Source: an optimization exercise on an open RTL-to-GDS flow (aim: small area and a short achievable clock period). Production flows keep margins and buffers that such runs may drop. Function was not checked in any run shown here: the RTL went through the layout flow alone.

==> flow/design.v, too long to show whole: its modules and the start of the top module <==
// module direct_FIR: 1533 lines
// module fa3: 6 lines
// module synthesis_direct_FIR: 8 lines
module synthesis_direct_FIR(out, inp, clk, rstn);
  // ...
==> flow/flow/run.sh <==
#!/bin/bash
# Own layout flow: the standard ORFS flow, with the port buffers built
# from regular buffers instead of delay buffers, and setup repair asked to
# leave a margin (SETUP_MARGIN ns) so that it also works on paths that
# already meet the design's clock period.
set -euo pipefail
cd "$(dirname "$0")/.."
export BUFFER_PORTS_ARGS="-buffer_cell sky130_fd_sc_hd__buf_2"
export SETUP_SLACK_MARGIN=${SETUP_MARGIN:-8.1}
bash standard.sh > standard_make.log 2>&1
==> flow/standard.sh <==
#!/bin/bash
# synth_recipe.tcl (not shown) runs the flow's synth.tcl, then flattens the netlist and writes it again
# the make line also repeats each setting of config.mk as NAME=value (left out here)
make -C /OpenROAD-flow-scripts/flow DESIGN_CONFIG=/design/flow/config.mk WORK_HOME=/design/flow/orfs CLKGATE_MAP_FILE= SYNTH_SCRIPT=/design/flow/synth_recipe.tcl "${@:-finish}"
==> flow/config.mk <==
export PLATFORM = sky130hd
export DESIGN_NAME = synthesis_direct_FIR
export DESIGN_NICKNAME = synthesis_direct_FIR
export VERILOG_FILES = /design/flow/design.v
export SDC_FILE = /design/flow/constraint.sdc
export NUM_CORES = 4
export LEC_CHECK = 0
export CAP_MARGIN = 20
export CORE_MARGIN = 2
export CORE_UTILIZATION = 65
export CTS_BUF_LIST = sky130_fd_sc_hd__clkbuf_16
export CTS_CLUSTER_DIAMETER = 80
export CTS_CLUSTER_SIZE = 25
export SLEW_MARGIN = 20
export SYNTH_HIERARCHICAL = 1
export SYNTH_MINIMUM_KEEP_SIZE = 0
==> flow/constraint.sdc <==
create_clock -name core_clock -period 11.5 [get_ports {clk}]
set_input_delay 2.3000 -clock core_clock [delete_from_list [all_inputs] [get_ports {clk}]]
set_output_delay 2.3000 -clock core_clock [all_outputs]
set_load 0.01 [all_outputs]
==> run notes, run 1 <==
- The area inside the core boundary is 21,960 um^2.
- Synthesis inferred 205 register bits.
- The final layout contains routed wiring with a total length of 38.46 mm.
- Setup slack on the critical path of the routed design comes to 8017 ps.
- Traced cell by cell, the critical path runs through fa_2, fa_1, fa_2, fa_1, fa_1, fa_2.
- Measured against the total synthesized area, the mux share comes to 0.1372%.
- The global placement routability congestion is 1.046.
- The cell type taking the most area is multi-input combinational cells.
- The startpoint identified for the worst register-to-register timing path is DIR_FIR.x1[4].
- The via count is 8,093.
- The XOR/XNOR share of the synthesized area is 1.321%.
- The capture instance of the worst register-to-register path is DIR_FIR.q40.
- The sort of element at the end of the critical path is a register.
- In the final layout, flip-flops and latches take up 26.06% of the cell area.
- The post-layout utilization of the core is 74.52%.
- The cell taking the most area after synthesis is fa_1.
- The via count of the first global-routing pass is 9,165.
- After detailed routing, the number of vias per cell comes to 5.756.
- The share of synthesized area in the top cell type comes to 53.51%.
- For this run, the slowest stage of the critical path takes 620 ps.
- The share of cells above drive strength 1 is 22.22%.
- The flow ran to the end and the layout has no timing, DRC or antenna violations.
- The critical path is of the register to register type.
- The most used flip-flop cell after synthesis is dfxtp_1.
- The initial core utilization is 66.44%.
- Global routing used 34.96% of the available tracks.
- The register with the most flip-flops in the layout has 26 of them.
- The total grt overflow is 0.
- The floorplan step defined a die boundary enclosing 23,660 um^2.
==> run 2, diff against run 1 <==
--- a/flow/design.v
+++ b/flow/design.v
@@ -12,17 +12,17 @@
     always @(posedge clk) begin
         x0 <= rstn ? inp : 16'd0;
         x1 <= x0;
         x2 <= x1;
         x3 <= x2;
         x4 <= x3;
         x5 <= x4;
     end
-    reg q0, q1, q2, q3, q4, q5, q6, q7, q8, q9, q10, q11, q12, q13, q14, q15, q16, q17, q18, q19, q20, q21, q22, q23, q24, q25, q26, q27, q28, q29, q30, q31, q32, q33, q34, q35, q36, q37, q38, q39, q40, q41, q42, q43, q44, q45, q46, q47, q48, q49, q50, q51, q52, q53, q54, q55, q56, q57, q58, q59, q60, q61, q62, q63, q64, q65, q66, q67, q68, q69, q70, q71, q72, q73, q74, q75, q76, q77, q78, q79, q80, q81, q82;
+    reg q0, q1, q2, q3, q4, q5, q6, q7, q8, q9, q10, q11, q12, q13, q14, q15, q16, q17, q18, q19, q20, q21, q22, q23, q24, q25, q26, q27, q28, q29, q30, q31, q32, q33, q34, q35, q36, q37, q38, q39, q40, q41, q42, q43, q44, q45, q46, q47, q48, q49, q50, q51, q52, q53, q54, q55, q56, q57, q58, q59, q60, q61, q62, q63, q64, q65, q66, q67, q68, q69, q70, q71, q72, q73, q74, q75, q76, q77;
     wire s1;
     wire c2;
     wire s3;
     wire c4;
     wire s5;
     wire c6;
     wire s7;
     wire c8;
@@ -919,16 +919,22 @@
     wire s899;
     wire c900;
     wire s901;
     wire c902;
     wire s903;
     wire c904;
     wire s905;
     wire c906;
+    wire s907;
+    wire c908;
+    wire s909;
+    wire c910;
+    wire s911;
+    wire c912;
     assign s1 = x0[2] ^ ~1'b0;
     assign c2 = x0[2] & ~1'b0;
     assign s3 = x1[1] ^ x1[0];
     assign c4 = x1[1] & x1[0];
     fa3 us5 (.a(x1[2]), .b(x1[1]), .c(c4), .s(s5), .co(c6));
     fa3 us7 (.a(x1[3]), .b(x1[2]), .c(c6), .s(s7), .co(c8));
     fa3 us9 (.a(x1[4]), .b(x1[3]), .c(x1[0]), .s(s9), .co(c10));
     assign s11 = ~1'b0 ^ s9 ^ c8;
@@ -1303,235 +1309,235 @@
     fa3 us673 (.a(c552), .b(~c554), .c(s555), .s(s673), .co(c674));
     fa3 us675 (.a(x0[15]), .b(x2[13]), .c(x5[15]), .s(s675), .co(c676));
     fa3 us677 (.a(c84), .b(c140), .c(s85), .s(s677), .co(c678));
     fa3 us679 (.a(c160), .b(s161), .c(~c556), .s(s679), .co(c680));
     fa3 us681 (.a(x2[14]), .b(~x5[14]), .c(c86), .s(s681), .co(c682));
     assign s683 = ~x1[15] ^ ~x2[15];
     assign c684 = ~x1[15] & ~x2[15];
     fa3 us685 (.a(s559), .b(s557), .c(c12), .s(s685), .co(c686));
-    fa3 us687 (.a(c26), .b(c40), .c(~c52), .s(s687), .co(c688));
-    fa3 us689 (.a(s419), .b(s561), .c(s565), .s(s689), .co(c690));
-    fa3 us691 (.a(c558), .b(c560), .c(~s563), .s(s691), .co(c692));
-    fa3 us693 (.a(s689), .b(c686), .c(s691), .s(s693), .co(c694));
-    fa3 us695 (.a(c562), .b(c566), .c(s567), .s(s695), .co(c696));
-    fa3 us697 (.a(c564), .b(s569), .c(~s571), .s(s697), .co(c698));
-    fa3 us699 (.a(c690), .b(s695), .c(c692), .s(s699), .co(c700));
-    fa3 us701 (.a(c568), .b(s573), .c(c572), .s(s701), .co(c702));
-    fa3 us703 (.a(c570), .b(s575), .c(~c696), .s(s703), .co(c704));
-    fa3 us705 (.a(~s701), .b(s577), .c(c698), .s(s705), .co(c706));
-    fa3 us707 (.a(~c574), .b(c576), .c(s579), .s(s707), .co(c708));
-    fa3 us709 (.a(c578), .b(s583), .c(s707), .s(s709), .co(c710));
-    fa3 us711 (.a(s581), .b(c702), .c(~c704), .s(s711), .co(c712));
-    fa3 us713 (.a(c580), .b(s585), .c(s587), .s(s713), .co(c714));
-    fa3 us715 (.a(c582), .b(~c584), .c(s589), .s(s715), .co(c716));
-    fa3 us717 (.a(c586), .b(s591), .c(c588), .s(s717), .co(c718));
-    fa3 us719 (.a(s593), .b(c590), .c(s595), .s(s719), .co(c720));
-    fa3 us721 (.a(~c592), .b(c594), .c(s597), .s(s721), .co(c722));
-    fa3 us723 (.a(~s599), .b(c718), .c(s601), .s(s723), .co(c724));
-    fa3 us725 (.a(c598), .b(c600), .c(s603), .s(s725), .co(c726));
-    fa3 us727 (.a(c602), .b(s605), .c(s607), .s(s727), .co(c728));
-    fa3 us729 (.a(~c604), .b(c606), .c(s609), .s(s729), .co(c730));
-    fa3 us731 (.a(s611), .b(~c608), .c(c726), .s(s731), .co(c732));
-    fa3 us733 (.a(c610), .b(~c612), .c(s615), .s(s733), .co(c734));
-    fa3 us735 (.a(~s617), .b(c614), .c(c730), .s(s735), .co(c736));
-    fa3 us737 (.a(c616), .b(s621), .c(s623), .s(s737), .co(c738));
-    fa3 us739 (.a(c618), .b(c620), .c(s625), .s(s739), .co(c740));
-    fa3 us741 (.a(c622), .b(s627), .c(c624), .s(s741), .co(c742));
-    fa3 us743 (.a(~s629), .b(s631), .c(c626), .s(s743), .co(c744));
-    fa3 us745 (.a(c628), .b(s635), .c(c630), .s(s745), .co(c746));
-    fa3 us747 (.a(s633), .b(c632), .c(s637), .s(s747), .co(c748));
-    fa3 us749 (.a(s639), .b(c634), .c(~c636), .s(s749), .co(c750));
-    fa3 us751 (.a(~s641), .b(s643), .c(c638), .s(s751), .co(c752));
-    fa3 us753 (.a(c640), .b(s645), .c(~c642), .s(s753), .co(c754));
-    fa3 us755 (.a(~s647), .b(s649), .c(c644), .s(s755), .co(c756));
-    fa3 us757 (.a(~s651), .b(c646), .c(s653), .s(s757), .co(c758));
-    fa3 us759 (.a(c648), .b(~c650), .c(s655), .s(s759), .co(c760));
-    fa3 us761 (.a(c652), .b(s657), .c(~s659), .s(s761), .co(c762));
-    fa3 us763 (.a(~c654), .b(s661), .c(c656), .s(s763), .co(c764));
-    fa3 us765 (.a(s663), .b(c658), .c(s665), .s(s765), .co(c766));
-    fa3 us767 (.a(c660), .b(~c662), .c(s667), .s(s767), .co(c768));
-    fa3 us769 (.a(s669), .b(c664), .c(s671), .s(s769), .co(c770));
-    fa3 us771 (.a(c666), .b(~s673), .c(s769), .s(s771), .co(c772));
-    fa3 us773 (.a(~c668), .b(c766), .c(s771), .s(s773), .co(c774));
-    fa3 us775 (.a(s675), .b(~c670), .c(s677), .s(s775), .co(c776));
-    fa3 us777 (.a(c672), .b(s679), .c(c770), .s(s777), .co(c778));
-    fa3 us779 (.a(c674), .b(s775), .c(~s777), .s(s779), .co(c780));
-    fa3 us781 (.a(c676), .b(~c162), .c(s87), .s(s781), .co(c782));
-    fa3 us783 (.a(c678), .b(s681), .c(s781), .s(s783), .co(c784));
-    fa3 us785 (.a(~c680), .b(c776), .c(s783), .s(s785), .co(c786));
-    assign s787 = x3[14] ^ x5[15] ^ ~1'b0;
-    assign c788 = (x3[14] & x5[15]) | (x3[14] & ~1'b0) | (x5[15] & ~1'b0);
-    fa3 us789 (.a(s683), .b(c88), .c(s787), .s(s789), .co(c790));
-    fa3 us791 (.a(c682), .b(s789), .c(c782), .s(s791), .co(c792));
-    fa3 us793 (.a(c784), .b(s791), .c(c786), .s(s793), .co(c794));
-    fa3 us795 (.a(~x3[15]), .b(c684), .c(c788), .s(s795), .co(c796));
-    fa3 us797 (.a(c790), .b(s795), .c(c792), .s(s797), .co(c798));
-    assign s799 = ~q13 ^ ~q14;
-    assign c800 = ~q13 & ~q14;
-    assign s801 = ~q18 ^ ~q19;
-    assign c802 = ~q18 & ~q19;
-    assign s803 = q22 ^ q23;
-    assign c804 = q22 & q23;
-    assign s805 = q26 ^ q27;
-    assign c806 = q26 & q27;
-    assign s807 = ~q30 ^ ~q31;
-    assign c808 = ~q30 & ~q31;
-    assign s809 = q34 ^ ~q35;
-    assign c810 = q34 & ~q35;
-    assign s811 = ~q38 ^ ~q39;
-    assign c812 = ~q38 & ~q39;
-    assign s813 = ~q42 ^ ~q43;
-    assign c814 = ~q42 & ~q43;
-    assign s815 = ~q46 ^ ~q47;
-    assign c816 = ~q46 & ~q47;
-    assign s817 = q50 ^ ~q51;
-    assign c818 = q50 & ~q51;
-    assign s819 = q54 ^ q55;
-    assign c820 = q54 & q55;
-    assign s821 = q58 ^ q59;
-    assign c822 = q58 & q59;
-    assign s823 = ~q62 ^ q63;
-    assign c824 = ~q62 & q63;
-    assign s825 = ~q66 ^ ~q67;
-    assign c826 = ~q66 & ~q67;
-    assign s827 = ~q15 ^ q16;
-    assign c828 = ~q15 & q16;
-    fa3 us829 (.a(q20), .b(q21), .c(c800), .s(s829), .co(c830));
-    fa3 us831 (.a(q24), .b(c802), .c(s803), .s(s831), .co(c832));
-    fa3 us833 (.a(q28), .b(q29), .c(~c804), .s(s833), .co(c834));
-    fa3 us835 (.a(q33), .b(c806), .c(s807), .s(s835), .co(c836));
-    fa3 us837 (.a(q36), .b(c808), .c(s809), .s(s837), .co(c838));
-    fa3 us839 (.a(q40), .b(c810), .c(s811), .s(s839), .co(c840));
-    fa3 us841 (.a(q44), .b(q45), .c(c812), .s(s841), .co(c842));
-    fa3 us843 (.a(q48), .b(q49), .c(c814), .s(s843), .co(c844));
-    fa3 us845 (.a(q52), .b(q53), .c(c816), .s(s845), .co(c846));
-    fa3 us847 (.a(q56), .b(q57), .c(c818), .s(s847), .co(c848));
-    fa3 us849 (.a(q61), .b(c820), .c(s821), .s(s849), .co(c850));
-    fa3 us851 (.a(q64), .b(q65), .c(~c822), .s(s851), .co(c852));
-    fa3 us853 (.a(q68), .b(c824), .c(s825), .s(s853), .co(c854));
-    assign s855 = q70 ^ ~q71;
-    assign c856 = q70 & ~q71;
-    assign s857 = ~q72 ^ q73;
-    assign c858 = ~q72 & q73;
-    assign s859 = ~q75 ^ q76;
-    assign c860 = ~q75 & q76;
-    assign s861 = ~q4 ^ q5;
-    assign c862 = ~q4 & q5;
-    fa3 us863 (.a(q7), .b(~q8), .c(q9), .s(s863), .co(c864));
-    fa3 us865 (.a(q10), .b(q11), .c(~q12), .s(s865), .co(c866));
-    fa3 us867 (.a(q17), .b(s827), .c(s799), .s(s867), .co(c868));
-    fa3 us869 (.a(c828), .b(s801), .c(s829), .s(s869), .co(c870));
-    fa3 us871 (.a(~q25), .b(c830), .c(s831), .s(s871), .co(c872));
-    fa3 us873 (.a(s805), .b(c832), .c(~s833), .s(s873), .co(c874));
-    fa3 us875 (.a(q32), .b(c834), .c(~s835), .s(s875), .co(c876));
-    fa3 us877 (.a(~q37), .b(c836), .c(s837), .s(s877), .co(c878));
-    fa3 us879 (.a(~q41), .b(c838), .c(s839), .s(s879), .co(c880));
-    fa3 us881 (.a(s813), .b(c840), .c(s841), .s(s881), .co(c882));
-    fa3 us883 (.a(s815), .b(c842), .c(s843), .s(s883), .co(c884));
-    fa3 us885 (.a(s817), .b(c844), .c(s845), .s(s885), .co(c886));
-    fa3 us887 (.a(s819), .b(c846), .c(s847), .s(s887), .co(c888));
-    fa3 us889 (.a(~q60), .b(c848), .c(s849), .s(s889), .co(c890));
-    fa3 us891 (.a(s823), .b(c850), .c(~s851), .s(s891), .co(c892));
-    fa3 us893 (.a(q69), .b(c852), .c(~s853), .s(s893), .co(c894));
-    fa3 us895 (.a(c826), .b(s855), .c(c854), .s(s895), .co(c896));
-    fa3 us897 (.a(~q74), .b(c856), .c(s857), .s(s897), .co(c898));
-    fa3 us899 (.a(q77), .b(c858), .c(s859), .s(s899), .co(c900));
-    assign s901 = q78 ^ c860;
-    assign c902 = q78 & c860;
-    assign s903 = q79 ^ q80;
-    assign c904 = q79 & q80;
-    assign s905 = q81 ^ q82;
-    assign c906 = q81 & q82;
-    wire [25:0] ra = {c906, c904, c902, c900, c898, c896, ~c894, c892, c890, c888, c886, c884, c882, c880, c878, ~c876, c874, c872, c870, c868, ~c866, ~c864, c862, s861, ~q2, q0};
-    wire [25:0] rb = {~1'b0, s905, s903, s901, s899, s897, s895, ~s893, s891, s889, s887, s885, s883, s881, s879, s877, ~s875, s873, s871, s869, s867, ~s865, ~s863, q6, q3, ~q1};
+    fa3 us687 (.a(s419), .b(s561), .c(s565), .s(s687), .co(c688));
+    assign s689 = c558 ^ c560;
+    assign c690 = c558 & c560;
+    fa3 us691 (.a(c562), .b(c566), .c(s567), .s(s691), .co(c692));
+    fa3 us693 (.a(c564), .b(s569), .c(~s571), .s(s693), .co(c694));
+    fa3 us695 (.a(c568), .b(s573), .c(c572), .s(s695), .co(c696));
+    fa3 us697 (.a(c570), .b(s575), .c(s577), .s(s697), .co(c698));
+    fa3 us699 (.a(~c574), .b(c576), .c(s579), .s(s699), .co(c700));
+    fa3 us701 (.a(~s581), .b(c578), .c(s583), .s(s701), .co(c702));
+    fa3 us703 (.a(c580), .b(s585), .c(s587), .s(s703), .co(c704));
+    fa3 us705 (.a(c582), .b(~c584), .c(s589), .s(s705), .co(c706));
+    fa3 us707 (.a(c586), .b(s591), .c(c588), .s(s707), .co(c708));
+    fa3 us709 (.a(s593), .b(c590), .c(s595), .s(s709), .co(c710));
+    fa3 us711 (.a(~c592), .b(c594), .c(s597), .s(s711), .co(c712));
+    fa3 us713 (.a(s599), .b(~s601), .c(c596), .s(s713), .co(c714));
+    fa3 us715 (.a(c598), .b(c600), .c(s603), .s(s715), .co(c716));
+    fa3 us717 (.a(c602), .b(s605), .c(s607), .s(s717), .co(c718));
+    fa3 us719 (.a(~c604), .b(c606), .c(s609), .s(s719), .co(c720));
+    fa3 us721 (.a(~s611), .b(c608), .c(s613), .s(s721), .co(c722));
+    fa3 us723 (.a(c610), .b(~c612), .c(s615), .s(s723), .co(c724));
+    fa3 us725 (.a(s617), .b(~c614), .c(s619), .s(s725), .co(c726));
+    fa3 us727 (.a(c616), .b(s621), .c(s623), .s(s727), .co(c728));
+    fa3 us729 (.a(c618), .b(c620), .c(s625), .s(s729), .co(c730));
+    fa3 us731 (.a(c622), .b(s627), .c(c624), .s(s731), .co(c732));
+    fa3 us733 (.a(~s629), .b(s631), .c(c626), .s(s733), .co(c734));
+    fa3 us735 (.a(c628), .b(s635), .c(c630), .s(s735), .co(c736));
+    fa3 us737 (.a(s633), .b(c632), .c(s637), .s(s737), .co(c738));
+    fa3 us739 (.a(s639), .b(c634), .c(~c636), .s(s739), .co(c740));
+    fa3 us741 (.a(~s641), .b(s643), .c(c638), .s(s741), .co(c742));
+    fa3 us743 (.a(c640), .b(s645), .c(~c642), .s(s743), .co(c744));
+    fa3 us745 (.a(~s647), .b(s649), .c(c644), .s(s745), .co(c746));
+    fa3 us747 (.a(~s651), .b(c646), .c(s653), .s(s747), .co(c748));
+    fa3 us749 (.a(c648), .b(~c650), .c(s655), .s(s749), .co(c750));
+    fa3 us751 (.a(c652), .b(s657), .c(~s659), .s(s751), .co(c752));
+    fa3 us753 (.a(~c654), .b(s661), .c(c656), .s(s753), .co(c754));
+    fa3 us755 (.a(s663), .b(c658), .c(s665), .s(s755), .co(c756));
+    fa3 us757 (.a(c660), .b(~c662), .c(s667), .s(s757), .co(c758));
+    fa3 us759 (.a(s669), .b(c664), .c(s671), .s(s759), .co(c760));
+    fa3 us761 (.a(~c666), .b(s673), .c(c668), .s(s761), .co(c762));
+    fa3 us763 (.a(s675), .b(~c670), .c(s677), .s(s763), .co(c764));
+    fa3 us765 (.a(c672), .b(~c674), .c(s679), .s(s765), .co(c766));
+    fa3 us767 (.a(c676), .b(~c162), .c(s87), .s(s767), .co(c768));
+    fa3 us769 (.a(c678), .b(s681), .c(~c680), .s(s769), .co(c770));
+    assign s771 = x3[14] ^ x5[15] ^ ~1'b0;
+    assign c772 = (x3[14] & x5[15]) | (x3[14] & ~1'b0) | (x5[15] & ~1'b0);
+    fa3 us773 (.a(s683), .b(c88), .c(c682), .s(s773), .co(c774));
+    fa3 us775 (.a(c26), .b(c40), .c(~c52), .s(s775), .co(c776));
+    fa3 us777 (.a(~s563), .b(s689), .c(s687), .s(s777), .co(c778));
+    fa3 us779 (.a(c686), .b(~c776), .c(s777), .s(s779), .co(c780));
+    fa3 us781 (.a(c690), .b(c688), .c(s691), .s(s781), .co(c782));
+    fa3 us783 (.a(~s693), .b(s781), .c(c778), .s(s783), .co(c784));
+    fa3 us785 (.a(c692), .b(s695), .c(~c694), .s(s785), .co(c786));
+    fa3 us787 (.a(s699), .b(c698), .c(s701), .s(s787), .co(c788));
+    fa3 us789 (.a(c700), .b(s703), .c(c702), .s(s789), .co(c790));
+    fa3 us791 (.a(c704), .b(s707), .c(~c706), .s(s791), .co(c792));
+    fa3 us793 (.a(s755), .b(c752), .c(c754), .s(s793), .co(c794));
+    fa3 us795 (.a(s759), .b(c756), .c(~c758), .s(s795), .co(c796));
+    fa3 us797 (.a(c760), .b(~s763), .c(s765), .s(s797), .co(c798));
+    fa3 us799 (.a(s767), .b(c764), .c(s769), .s(s799), .co(c800));
+    fa3 us801 (.a(c766), .b(~s799), .c(c798), .s(s801), .co(c802));
+    fa3 us803 (.a(s771), .b(c768), .c(s773), .s(s803), .co(c804));
+    fa3 us805 (.a(s803), .b(c770), .c(c800), .s(s805), .co(c806));
+    fa3 us807 (.a(~x3[15]), .b(c684), .c(c772), .s(s807), .co(c808));
+    fa3 us809 (.a(s807), .b(c774), .c(c804), .s(s809), .co(c810));
+    assign s811 = ~q18 ^ ~q19;
+    assign c812 = ~q18 & ~q19;
+    assign s813 = q23 ^ q24;
+    assign c814 = q23 & q24;
+    assign s815 = q27 ^ ~q28;
+    assign c816 = q27 & ~q28;
+    assign s817 = ~q31 ^ ~q32;
+    assign c818 = ~q31 & ~q32;
+    assign s819 = ~q35 ^ ~q36;
+    assign c820 = ~q35 & ~q36;
+    assign s821 = ~q39 ^ ~q40;
+    assign c822 = ~q39 & ~q40;
+    assign s823 = ~q43 ^ ~q44;
+    assign c824 = ~q43 & ~q44;
+    assign s825 = q47 ^ ~q48;
+    assign c826 = q47 & ~q48;
+    assign s827 = q51 ^ q52;
+    assign c828 = q51 & q52;
+    assign s829 = q55 ^ q56;
+    assign c830 = q55 & q56;
+    assign s831 = ~q59 ^ q60;
+    assign c832 = ~q59 & q60;
+    assign s833 = q5 ^ ~q6;
+    assign c834 = q5 & ~q6;
+    assign s835 = q9 ^ q10;
+    assign c836 = q9 & q10;
+    assign s837 = q12 ^ ~q13;
+    assign c838 = q12 & ~q13;
+    assign s839 = q15 ^ ~q16;
+    assign c840 = q15 & ~q16;
+    fa3 us841 (.a(q20), .b(q21), .c(q22), .s(s841), .co(c842));
+    fa3 us843 (.a(q25), .b(c812), .c(s813), .s(s843), .co(c844));
+    fa3 us845 (.a(q29), .b(q30), .c(~c814), .s(s845), .co(c846));
+    fa3 us847 (.a(q34), .b(c816), .c(s817), .s(s847), .co(c848));
+    fa3 us849 (.a(q37), .b(q38), .c(c818), .s(s849), .co(c850));
+    fa3 us851 (.a(q41), .b(q42), .c(c820), .s(s851), .co(c852));
+    fa3 us853 (.a(q45), .b(q46), .c(c822), .s(s853), .co(c854));
+    fa3 us855 (.a(q49), .b(q50), .c(c824), .s(s855), .co(c856));
+    fa3 us857 (.a(q53), .b(q54), .c(c826), .s(s857), .co(c858));
+    fa3 us859 (.a(q58), .b(c828), .c(s829), .s(s859), .co(c860));
+    fa3 us861 (.a(q61), .b(q62), .c(~c830), .s(s861), .co(c862));
+    assign s863 = q63 ^ ~q64;
+    assign c864 = q63 & ~q64;
+    assign s865 = q65 ^ ~q66;
+    assign c866 = q65 & ~q66;
+    assign s867 = q68 ^ ~q69;
+    assign c868 = q68 & ~q69;
+    assign s869 = q7 ^ q8;
+    assign c870 = q7 & q8;
+    fa3 us871 (.a(~q11), .b(c834), .c(s835), .s(s871), .co(c872));
+    fa3 us873 (.a(~q14), .b(c836), .c(s837), .s(s873), .co(c874));
+    fa3 us875 (.a(~q17), .b(c838), .c(s839), .s(s875), .co(c876));
+    fa3 us877 (.a(c840), .b(s811), .c(s841), .s(s877), .co(c878));
+    fa3 us879 (.a(~q26), .b(c842), .c(s843), .s(s879), .co(c880));
+    fa3 us881 (.a(s815), .b(c844), .c(~s845), .s(s881), .co(c882));
+    fa3 us883 (.a(q33), .b(c846), .c(~s847), .s(s883), .co(c884));
+    fa3 us885 (.a(s819), .b(c848), .c(s849), .s(s885), .co(c886));
+    fa3 us887 (.a(s821), .b(c850), .c(s851), .s(s887), .co(c888));
+    fa3 us889 (.a(s823), .b(c852), .c(s853), .s(s889), .co(c890));
+    fa3 us891 (.a(s825), .b(c854), .c(s855), .s(s891), .co(c892));
+    fa3 us893 (.a(s827), .b(c856), .c(s857), .s(s893), .co(c894));
+    fa3 us895 (.a(~q57), .b(c858), .c(s859), .s(s895), .co(c896));
+    fa3 us897 (.a(s831), .b(c860), .c(~s861), .s(s897), .co(c898));
+    fa3 us899 (.a(c832), .b(s863), .c(~c862), .s(s899), .co(c900));
+    fa3 us901 (.a(~q67), .b(c864), .c(s865), .s(s901), .co(c902));
+    fa3 us903 (.a(~q70), .b(c866), .c(s867), .s(s903), .co(c904));
+    assign s905 = ~q71 ^ c868;
+    assign c906 = ~q71 & c868;
+    assign s907 = ~q72 ^ q73;
+    assign c908 = ~q72 & q73;
+    assign s909 = q74 ^ q75;
+    assign c910 = q74 & q75;
+    assign s911 = q76 ^ q77;
+    assign c912 = q76 & q77;
+    wire [25:0] ra = {c912, c910, c908, c906, c904, c902, c900, c898, c896, c894, c892, c890, c888, c886, ~c884, c882, c880, c878, c876, c874, c872, c870, s869, q3, q2, q0};
+    wire [25:0] rb = {~1'b0, s911, s909, s907, s905, s903, s901, s899, s897, s895, s893, s891, s889, s887, s885, ~s883, s881, s879, s877, s875, s873, s871, s833, q4, 1'b0, ~q1};
     always @(posedge clk) begin
         q0 <= s685;
-        q1 <= s687;
-        q2 <= c688;
-        q3 <= s693;
-        q4 <= s697;
-        q5 <= c694;
-        q6 <= s699;
-        q7 <= s703;
-        q8 <= c700;
-        q9 <= s705;
-        q10 <= s709;
-        q11 <= c706;
-        q12 <= s711;
-        q13 <= c708;
-        q14 <= s713;
-        q15 <= c710;
-        q16 <= s715;
-        q17 <= c712;
-        q18 <= c714;
-        q19 <= s717;
-        q20 <= c716;
-        q21 <= s719;
-        q22 <= c596;
-        q23 <= s721;
-        q24 <= c720;
-        q25 <= s723;
-        q26 <= c722;
-        q27 <= s725;
-        q28 <= c724;
-        q29 <= s727;
-        q30 <= s613;
-        q31 <= s729;
-        q32 <= c728;
-        q33 <= s731;
-        q34 <= s619;
-        q35 <= s733;
-        q36 <= c732;
-        q37 <= s735;
-        q38 <= c734;
-        q39 <= s737;
-        q40 <= s739;
-        q41 <= c736;
-        q42 <= c738;
-        q43 <= s741;
-        q44 <= c740;
-        q45 <= s743;
-        q46 <= c742;
-        q47 <= s745;
-        q48 <= s747;
-        q49 <= c744;
-        q50 <= s749;
-        q51 <= c746;
-        q52 <= c748;
-        q53 <= s751;
-        q54 <= c750;
-        q55 <= s753;
-        q56 <= s755;
-        q57 <= c752;
-        q58 <= c754;
-        q59 <= s757;
-        q60 <= s759;
-        q61 <= c756;
-        q62 <= s761;
-        q63 <= c758;
-        q64 <= c760;
-        q65 <= s763;
-        q66 <= s765;
-        q67 <= c762;
-        q68 <= s767;
-        q69 <= c764;
-        q70 <= c768;
-        q71 <= s773;
-        q72 <= c772;
-        q73 <= s779;
-        q74 <= c774;
-        q75 <= c778;
-        q76 <= s785;
-        q77 <= c780;
-        q78 <= s793;
-        q79 <= c794;
-        q80 <= s797;
-        q81 <= c796;
-        q82 <= c798;
+        q1 <= s775;
+        q2 <= s779;
+        q3 <= c780;
+        q4 <= s783;
+        q5 <= c782;
+        q6 <= s697;
+        q7 <= s785;
+        q8 <= c784;
+        q9 <= c696;
+        q10 <= c786;
+        q11 <= s787;
+        q12 <= s705;
+        q13 <= c788;
+        q14 <= s789;
+        q15 <= s709;
+        q16 <= c790;
+        q17 <= s791;
+        q18 <= c708;
+        q19 <= c792;
+        q20 <= s711;
+        q21 <= c710;
+        q22 <= s713;
+        q23 <= c712;
+        q24 <= s715;
+        q25 <= c714;
+        q26 <= s717;
+        q27 <= c716;
+        q28 <= s719;
+        q29 <= c718;
+        q30 <= s721;
+        q31 <= c720;
+        q32 <= s723;
+        q33 <= c722;
+        q34 <= s725;
+        q35 <= c724;
+        q36 <= s727;
+        q37 <= s729;
+        q38 <= c726;
+        q39 <= c728;
+        q40 <= s731;
+        q41 <= c730;
+        q42 <= s733;
+        q43 <= c732;
+        q44 <= s735;
+        q45 <= s737;
+        q46 <= c734;
+        q47 <= s739;
+        q48 <= c736;
+        q49 <= c738;
+        q50 <= s741;
+        q51 <= c740;
+        q52 <= s743;
+        q53 <= s745;
+        q54 <= c742;
+        q55 <= c744;
+        q56 <= s747;
+        q57 <= s749;
+        q58 <= c746;
+        q59 <= s751;
+        q60 <= c748;
+        q61 <= c750;
+        q62 <= s753;
+        q63 <= s757;
+        q64 <= s793;
+        q65 <= s761;
+        q66 <= c794;
+        q67 <= s795;
+        q68 <= c762;
+        q69 <= s797;
+        q70 <= c796;
+        q71 <= s801;
+        q72 <= c802;
+        q73 <= s805;
+        q74 <= c806;
+        q75 <= s809;
+        q76 <= c808;
+        q77 <= c810;
     end
     wire [25:0] sum = ra + rb;
     always @(posedge clk) out <= sum;
 endmodule
 module fa3 (a, b, c, s, co);
     input a, b, c;
     output s, co;
     assign s = a ^ b ^ c;
==> flow/flow/run.sh (replaced) <==
#!/bin/bash
# Own layout flow: the standard ORFS flow, with the port buffers built
# from regular buffers instead of delay buffers, and setup repair asked to
# leave a margin (SETUP_MARGIN ns) so that it also works on paths that
# already meet the design's clock period.
set -euo pipefail
cd "$(dirname "$0")/.."
export BUFFER_PORTS_ARGS="-buffer_cell sky130_fd_sc_hd__buf_2"
export SETUP_SLACK_MARGIN=${SETUP_MARGIN:-8.25}
bash standard.sh > standard_make.log 2>&1
==> run notes, run 2 <==
- The post-route antenna net violation count is 0 (unchanged).
- The number of nets produced by synthesis is 1,508 (was 1,507).
- The sort of element at the end of the critical path is a register (unchanged).
- The data arrival at the endpoint of the critical path was 3870 ps (was 3890 ps).
- The kind of start point of the critical path was a register (unchanged).
- The via count of the first global-routing pass came to 9,505 (was 9,165).
- The minimum clock period is 3538 ps (was 3483 ps).
- The root buffer cell is clkbuf_16 (unchanged).
- The number of setup violations in the final report is 0 (unchanged).
- The standard cell with the maximum stage delay on the critical path is fa_2 (unchanged).
- The setup slack after layout is 7962 ps (was 8017 ps).
- The routed length per placed instance is 28.54 um (was 27.35 um).
- The synthesis-stage register bit count is 200 (was 205).
- The number of flops mapped to enable cells by yosys was 0 (unchanged).
- The relative slew slack is 68.75% (was 66.38%).
- The share of cells above drive strength 1 is 31.16% (was 22.22%).
- The share of the yosys chip area belonging to registers is 27.53% (was 28.13%).
- The worst-case hold slack is 394.1 ps (was 394.9 ps).
- The global-route wire length before repair is 59.71 mm (was 57.98 mm).
- The CTS tree is yes (unchanged).
- The total of buffers placed on input and output ports is 43 (unchanged).
- Commonest cells after routing, fill and taps aside: fa_1, inv_1, dfxtp_1 (unchanged).
- The biggest fanout along the worst timing path is 3 (was 2).
- The hold violation count in the final report was 0 (unchanged).
- The flip-flop count of the largest register after layout is 26 (unchanged).
- The register clock-pin slew on the reported worst setup and hold paths came to 90 ps (was 100 ps).
- RSZ-0062 raised after global routing: true (unchanged).
- The setup TNS after final layout is 0 ps (unchanged).
- The post-synthesis instance area came to 14,540 um^2 (was 14,590 um^2).
- The worst-margin pin slew is 468.7 ps (was 503.7 ps).
- Most frequent cells after synthesis: fa_1, dfxtp_1, inv_1 (unchanged).
- The HPWL reported at the end of detailed placement is 33.76 mm (was 33.34 mm).
- The area inside the core boundary is 21,890 um^2 (was 21,960 um^2).
- The delay of the slowest cell on the worst path is 680 ps (was 620 ps).
- The share of the synthesized area in the top cell type was 53.69% (was 53.51%).
- The async set-reset flop share out of synthesis is 0% (unchanged).
- The post-synthesis cell type count is 43 (was 44).
- The via count is 8,351 (was 8,093).
- The critical setup path kind is register to register (unchanged).
- The first-iteration detailed-routing DRC count is 815 (was 835).
- The number of max-capacitance violations reported came to 0 (unchanged).
- The floorplan die height is 153.6 um (was 153.8 um).
- The cell class contributing the biggest share of worst-path delay is adder cells (unchanged).
- The leading cell type in the layout, fill and taps excluded is fa_1 (unchanged).
- The maximum clock rate is 282.6 MHz (was 287.1 MHz).
- The cell that appears most often on the critical path is fa_1.
- The hold buffer count at CTS was 0 (unchanged).
- The number of antenna violations at the first check in global routing was 1 (was 2).
- The number of warning messages in the yosys log was 7 (unchanged).
- The number of buffer and inverter instances along the worst setup path is 0 (unchanged).
- The maximum buffer depth of the clock tree was 2 (was 3).
- The global placement routability congestion is 1.052 (was 1.046).
- The cell taking the most area after synthesis is fa_1 (unchanged).
- The combined global-route utilization of all metal layers came to 36.51% (was 34.96%).
- The length of the first detailed-routing pass in iterations is 5 (was 7).
- The main flop type after synthesis is dfxtp_1 (unchanged).
- The layout-stage area growth over the synthesis result is 15.74% (was 12.16%).
- The detailed-route vias per instance is 5.832 (was 5.756).
- The final antenna diode count was 0 (was 1).
- The clock latency on the worst-skew pair is 460 ps (was 520 ps).
- The deepest level of the CTS H-tree came to 4 (was 1).
- The total detailed-routing wirelength is 40.87 mm (was 38.46 mm).
- The required arrival time at the worst endpoint is 11,830 ps (was 11,910 ps).
- The net total in the final layout is 1,620 (was 1,599).
- The number of rows created at floorplan is 54 (unchanged).
- Top cells by area in the synthesized netlist: fa_1, dfxtp_1, ha_1 (unchanged).
- The die footprint is 23,590 um^2 (was 23,660 um^2).
- The die width came to 153.6 um (was 153.8 um).
- The post-synthesis average cell area was 14.16 um^2 (was 14.19 um^2).
- The maximum number of pins on one net before global-route repair is 22 (was 26).
- The clock skew came to 16.74 ps (was 50.93 ps).
- Sequence of cells on the critical path: fa_2, fa_1, fa_1, fa_1, fa_1, fa_1 (was fa_2, fa_1, fa_2, fa_1, fa_1, fa_2).
- The worst reg-to-reg path cell count is 6 (unchanged).
- The count of cells along the worst hold path is 0 (unchanged).
- The most frequent cell after synthesis is fa_1 (unchanged).
- The type of the worst min-delay path is register to register (unchanged).
- The pre-CTS setup slack is 7899 ps (was 7783 ps).
- The number of remaining DRC errors is 0 (unchanged).
- Outcome: finished clean (unchanged).
- The period utilization was 30.77% (was 30.28%).
- The number of slew-limit violations in the final report is 0 (unchanged).
- The total I/O pin count is 44 (unchanged).
- The largest register by flop count is DIR_FIR.out (unchanged).
- The total clock sinks is 200 (was 205).
- The initial core utilization is 66.43% (was 66.44%).
- The post-synthesis cell count came to 1,027 (was 1,028).
- The total stage count of the critical path is 6 (unchanged).
- The total grt overflow is 0 (unchanged).
- The number of CTS-inserted buffers is 17 (was 14).
-- run 2: changes by cell type in the layout (fill, tap and decap cells not counted), moves of 11 or more --
cell,before,now
inv_1,180,157
fa_2,47,91
dfxtp_1,136,114
inv_2,0,11
fa_1,343,299
dfxtp_4,30,45
buf_4,36,49
-- run 2: path summary, 6_finish.rpt --
kind | start | endpoint | slack, ps
min | DIR_FIR.x4[11] | DIR_FIR.x5[11] | 390
min reg2reg | DIR_FIR.x4[11] | DIR_FIR.x5[11] | 390
max reg2reg | DIR_FIR.x4[5] | DIR_FIR.q37 | 7960
max | DIR_FIR.x4[5] | DIR_FIR.q37 | 7960
-- run 2: per-module statistics from Yosys, one instance, submodules excluded, excerpt --
module | flops+latches | area [um^2] | copies in the design
direct_FIR | 200 | 6735 | 1
fa3 | 0 | 20.02 | 390
-- run 2: final cells by class --
class / count / area (um^2)
clock buffer: 17 / 425.4
clock inverter: 15 / 198.9
fill: 1276 / 5059
inverter: 169 / 638.1
multi-input combinational: 653 / 10320
sequential: 200 / 4224
tap: 280 / 350.3
timing repair buffer: 98 / 671.9
-- run 2: repair_timing --
item                                    in CTS  in global routing
resized for setup                          142                105
pin swaps                                   30                 50
buffers inserted                            29                 26
endpoints found under the setup margin      54                 50
cloned                                       0                  0
-- run 2: stage by stage --
step                      std cells  utilization [%]  area, um^2
final                          1432            76.89       16830
after global routing           1432            76.89       16830
after CTS                      1406            74.55       16320
after detailed placement       1345            69.25       15160
after global placement         1345            69.25       15160
after floorplan                1027                -       14620
-- run 2: cells by family after synthesis --
group                      synth area share [%]
buffers and inverters                     4.508
xor gates and xnor gates                  1.325
adders and majority gates                 59.97
and+or+nand+nor                           3.149
muxes                                   0.07743
AOI/OAI and AO/OA                         3.441
DFF                                       27.53
-- run 2: per-layer routing --
metal | wire length, um | part of all wire, % | GRT usage [%] | vias to the layer above
met5 | 49 | 0.12 | 1.656 | -
met4 | 1550 | 3.8 | 12.89 | 2
met3 | 4892 | 12 | 15.61 | 111
met2 | 18240 | 45 | 54.31 | 522
met1 | 16140 | 39 | 48.92 | 4340
li1 | - | - | - | 3376

==> afterwards: timing with drivers on the ports <==
Ports are ideal in the flow. The routed layouts listed here were re-timed in OpenROAD.
Step 1, drivers: a clkbuf_16 drives clk and a buf_2 each remaining input, both assumed.
Step 2 times the ports against the registers' clock, not the clock port: input delays grow and output delays shrink by t, the midpoint of the rising clock arrivals with the driver on.
Three values: no drivers, after step 1, after step 2; two values: the first two.
run	shift t [ns]	setup slack, ns	clock arrival spread, ns	slew at the worst register clock pin (ns)	worst data-port slew with drivers (ns)
run 1	0.546	8.017 / 8.017 / 8.017	0.051 / 0.051	0.10 / 0.10	0.03
run 2	0.499	7.962 / 7.962 / 7.962	0.017 / 0.017	0.09 / 0.09	0.03
After both steps setup and hold are still met in every run listed.
